Background: an optimization exercise with open tools, aiming at small area and a short achievable clock period. Do not read the settings as production practice.
RTL that was checked went through simulation tests only; none was proved equivalent to the original.

== job 5853 ==
==> flow/design.v <==
`timescale 1ns/1ps
module bk_add #(parameter W = 18) (
    input  wire [W-1:0] a,
    input  wire [W-1:0] b,
    input  wire         ci,
    output wire [W-1:0] s
);
    reg [W-1:0] p, G, P;
    integer l, j;
    always @* begin
        p = a ^ b;
        G = a & b;
        P = p;
        G[0] = G[0] | (p[0] & ci);
        for (l = 1; (1 << l) <= 2 * W; l = l + 1)
            for (j = (1 << l) - 1; j < W; j = j + (1 << l)) begin
                G[j] = G[j] | (P[j] & G[j - (1 << (l - 1))]);
                P[j] = P[j] & P[j - (1 << (l - 1))];
            end
        for (l = 6; l > 0; l = l - 1)
            for (j = (1 << l) + (1 << (l - 1)) - 1; j < W; j = j + (1 << l)) begin
                G[j] = G[j] | (P[j] & G[j - (1 << (l - 1))]);
                P[j] = P[j] & P[j - (1 << (l - 1))];
            end
    end
    assign s = p ^ {G[W-2:0], ci};
endmodule
module cordic_sqrt_pipelined(
    input  wire clk,
    input  wire rst_n,
    input  wire start,
    input  wire signed [17:0] x_in,
    input  wire signed [17:0] y_in,
    output reg  signed [17:0] sqrt_out,
    output reg  done
);
    localparam N = 12;
    localparam LAT = N + 5;    
    reg signed [17:0] xr [0:N];
    reg signed [17:0] yr [0:N-1];
    always @(posedge clk) begin
        xr[0] <= x_in[17] ? -x_in : x_in;
        yr[0] <= y_in[17] ? -y_in : y_in;
    end
    genvar i;
    generate
        for (i = 0; i < N; i = i + 1) begin : st
            wire signed [17:0] x = xr[i];
            wire signed [17:0] y = yr[i];
            wire neg = y[17];
            wire signed [17:0] ys = y >>> i;
            wire signed [17:0] xs = x >>> i;
            wire [17:0] xn, yn;
            bk_add #(18) ax (.a(x), .b(ys ^ {18{neg}}), .ci(neg), .s(xn));
            always @(posedge clk) xr[i+1] <= xn;
            if (i < N - 1) begin : yu
                bk_add #(18) ay (.a(y), .b(xs ^ {18{~neg}}), .ci(~neg), .s(yn));
                always @(posedge clk) yr[i+1] <= yn;
            end
        end
    endgenerate
    wire signed [17:0] raw = xr[N];
    wire [17:0] o1 = raw >>> 1;
    wire [17:0] o2 = raw >>> 3;
    wire [17:0] o3 = ~(raw >>> 6);
    wire [17:0] o4 = ~(raw >>> 9);
    wire [17:0] c1s = o1 ^ o2 ^ o3;
    wire [17:0] c1c = (o1 & o2) | (o1 & o3) | (o2 & o3);
    wire [17:0] r2b = {c1c[16:0], 1'b0};
    wire [17:0] c2s = c1s ^ r2b ^ o4;
    wire [17:0] c2c = (c1s & r2b) | (c1s & o4) | (r2b & o4);
    reg  [17:0] ps_r, pc_r;
    always @(posedge clk) begin
        ps_r <= c2s;
        pc_r <= {c2c[16:0], 1'b1};
    end
    wire [17:0] s_w;
    bk_add #(18) as_ (.a(ps_r), .b(pc_r), .ci(1'b1), .s(s_w));
    reg  [17:0] s_r;
    wire [17:0] m_w;
    bk_add #(18) am (.a(s_r), .b(~{{12{s_r[17]}}, s_r[17:12]}), .ci(1'b1), .s(m_w));
    reg  [17:0] m_r;
    wire [17:0] f_w;
    bk_add #(18) af (.a(m_r), .b(~{{9{m_r[17]}}, m_r[17:9]}), .ci(1'b1), .s(f_w));
    always @(posedge clk) begin
        s_r <= s_w;
        m_r <= m_w;
        sqrt_out <= f_w;
    end
    reg [LAT-2:0] vld;
    always @(posedge clk or negedge rst_n) begin
        if (!rst_n) begin
            vld <= 0;
            done <= 1'b0;
        end else begin
            vld <= {vld[LAT-3:0], start};
            done <= vld[LAT-2];
        end
    end
endmodule
==> flow/config.mk <==
export PLATFORM = sky130hd
export DESIGN_NAME = cordic_sqrt_pipelined
export DESIGN_NICKNAME = cordic_sqrt_pipelined
export VERILOG_FILES = /design/flow/design.v
export SDC_FILE = /design/flow/constraint.sdc
export NUM_CORES = 4
export LEC_CHECK = 0
export ABC_AREA = 1
export CAP_MARGIN = 20
export CORE_MARGIN = 2
export CORE_UTILIZATION = 40
export SETUP_SLACK_MARGIN = 4.6
export SLEW_MARGIN = 20
==> flow/constraint.sdc <==
create_clock -name core_clock -period 7.3 [get_ports {clk}]
set_input_delay 1.4600 -clock core_clock [delete_from_list [all_inputs] [get_ports {clk}]]
set_output_delay 1.4600 -clock core_clock [all_outputs]
set_load 0.01 [all_outputs]
standard.sh (not shown) runs the stock make flow with config.mk's settings and CLKGATE_MAP_FILE= SYNTH_SCRIPT=/design/flow/synth_recipe.tcl, a recipe that flattens the netlist after the stock synthesis.
==> flow/flow/run.sh <==
#!/bin/bash
# Standard layout, except that the port buffers are buf_2 cells rather than
# the delay cells buffer_ports picks by default. Output goes to standard.log.
export BUFFER_PORTS_ARGS="-buffer_cell sky130_fd_sc_hd__buf_2"
bash standard.sh "BUFFER_PORTS_ARGS=$BUFFER_PORTS_ARGS" finish > standard.log 2>&1
Here is what was changed in the inputs of job 5882 compared with job 5853.
--- a/flow/design.v
+++ b/flow/design.v
@@ -33,11 +33,11 @@
     input  wire signed [17:0] y_in,
     output reg  signed [17:0] sqrt_out,
     output reg  done
 );
     localparam N = 12;
-    localparam LAT = N + 5;    
+    localparam LAT = N + 4;    
     reg signed [17:0] xr [0:N];
     reg signed [17:0] yr [0:N-1];
     always @(posedge clk) begin
         xr[0] <= x_in[17] ? -x_in : x_in;
         yr[0] <= y_in[17] ? -y_in : y_in;
@@ -75,18 +75,22 @@
         pc_r <= {c2c[16:0], 1'b1};
     end
     wire [17:0] s_w;
     bk_add #(18) as_ (.a(ps_r), .b(pc_r), .ci(1'b1), .s(s_w));
     reg  [17:0] s_r;
-    wire [17:0] m_w;
-    bk_add #(18) am (.a(s_r), .b(~{{12{s_r[17]}}, s_r[17:12]}), .ci(1'b1), .s(m_w));
-    reg  [17:0] m_r;
+    wire [5:0] t6 = s_r[17:12];
+    wire [6:0] nt7 = -{t6[5], t6};                       
+    wire [17:0] nt = {{11{nt7[6]}}, nt7};
+    wire [17:0] nh = ~{{9{s_r[17]}}, s_r[17:9]};         
+    wire dm = ~s_r[17] & (s_r[8:5] == 4'b0000) & (s_r[4:0] < s_r[16:12]);
+    wire dp =  s_r[17] & (s_r[8:5] == 4'b1111) & (s_r[4:0] >= s_r[16:12]);
+    wire [17:0] f1s = s_r ^ nt ^ nh;
+    wire [17:0] f1c = (s_r & nt) | (s_r & nh) | (nt & nh);
     wire [17:0] f_w;
-    bk_add #(18) af (.a(m_r), .b(~{{9{m_r[17]}}, m_r[17:9]}), .ci(1'b1), .s(f_w));
+    bk_add #(18) af (.a(f1s), .b({f1c[16:0], ~dp}), .ci(dm), .s(f_w));
     always @(posedge clk) begin
         s_r <= s_w;
-        m_r <= m_w;
         sqrt_out <= f_w;
     end
     reg [LAT-2:0] vld;
     always @(posedge clk or negedge rst_n) begin
         if (!rst_n) begin
[summary]
- Job 5882 | status: complete | timing, DRC, antenna: pass
- Summary: with job 5853 as the reference, placer congestion estimate in job 5882 moved down by a few percent.
- Job 5882 ends up with higher critical path arrival than job 5853 does.
- Compared with job 5853, job 5882 instantiates a larger number of cells.
- Measured against each other, job 5853 and job 5882 differ in arithmetic-cell share of the synthesized area counting full adders, half adders and majority gates, the higher figure coming from job 5853.
- Relative to job 5853, job 5882 degrades first-pass GRT wire length.
- Comparing job 5853 and job 5882, horizontal die dimension is lower on job 5853.
- Compared with job 5853, job 5882 degrades setup slack.
- The via count reported for job 5882 is higher than the one for job 5853.
- Number of nets in the synthesized netlist | job 5882 above job 5853
Only the layout flow was run in job 5882; the RTL was not checked for function there.

-- afterwards: timing with drivers on the ports --
In the flow no input, the clock included, has a driving cell. The finished layouts below were timed again as built, in two steps. Step 1 (the two cells are an assumption about what drives the block):
set clk [get_ports {clk}]
set_driving_cell -lib_cell sky130_fd_sc_hd__clkbuf_16 $clk
set_driving_cell -lib_cell sky130_fd_sc_hd__buf_2 [delete_from_list [all_inputs] $clk]
Step 2, shift: input delay + t, output delay - t, t = (earliest + latest rising clock arrival at the registers) / 2. This alone moves slack from input paths to output paths. Slacks: ideal ports / drivers / drivers and shift; pairs: ideal ports / drivers.
run	t (ns)	slack for setup (ns)	slew at the worst register clock pin (ns)	worst slew at a driven data input, ns	cell pins on the clock port's net
job 5853	0.670	4.617 / 4.617 / 4.380	0.06 / 0.06	0.03	1
job 5882	0.682	4.101 / 4.101 / 4.101	0.06 / 0.06	0.03	1
After both steps setup and hold are still met in every run listed. The setup slack of job 5853, which loses most, moves by 0.000 ns with the drivers and by -0.237 ns with both steps.
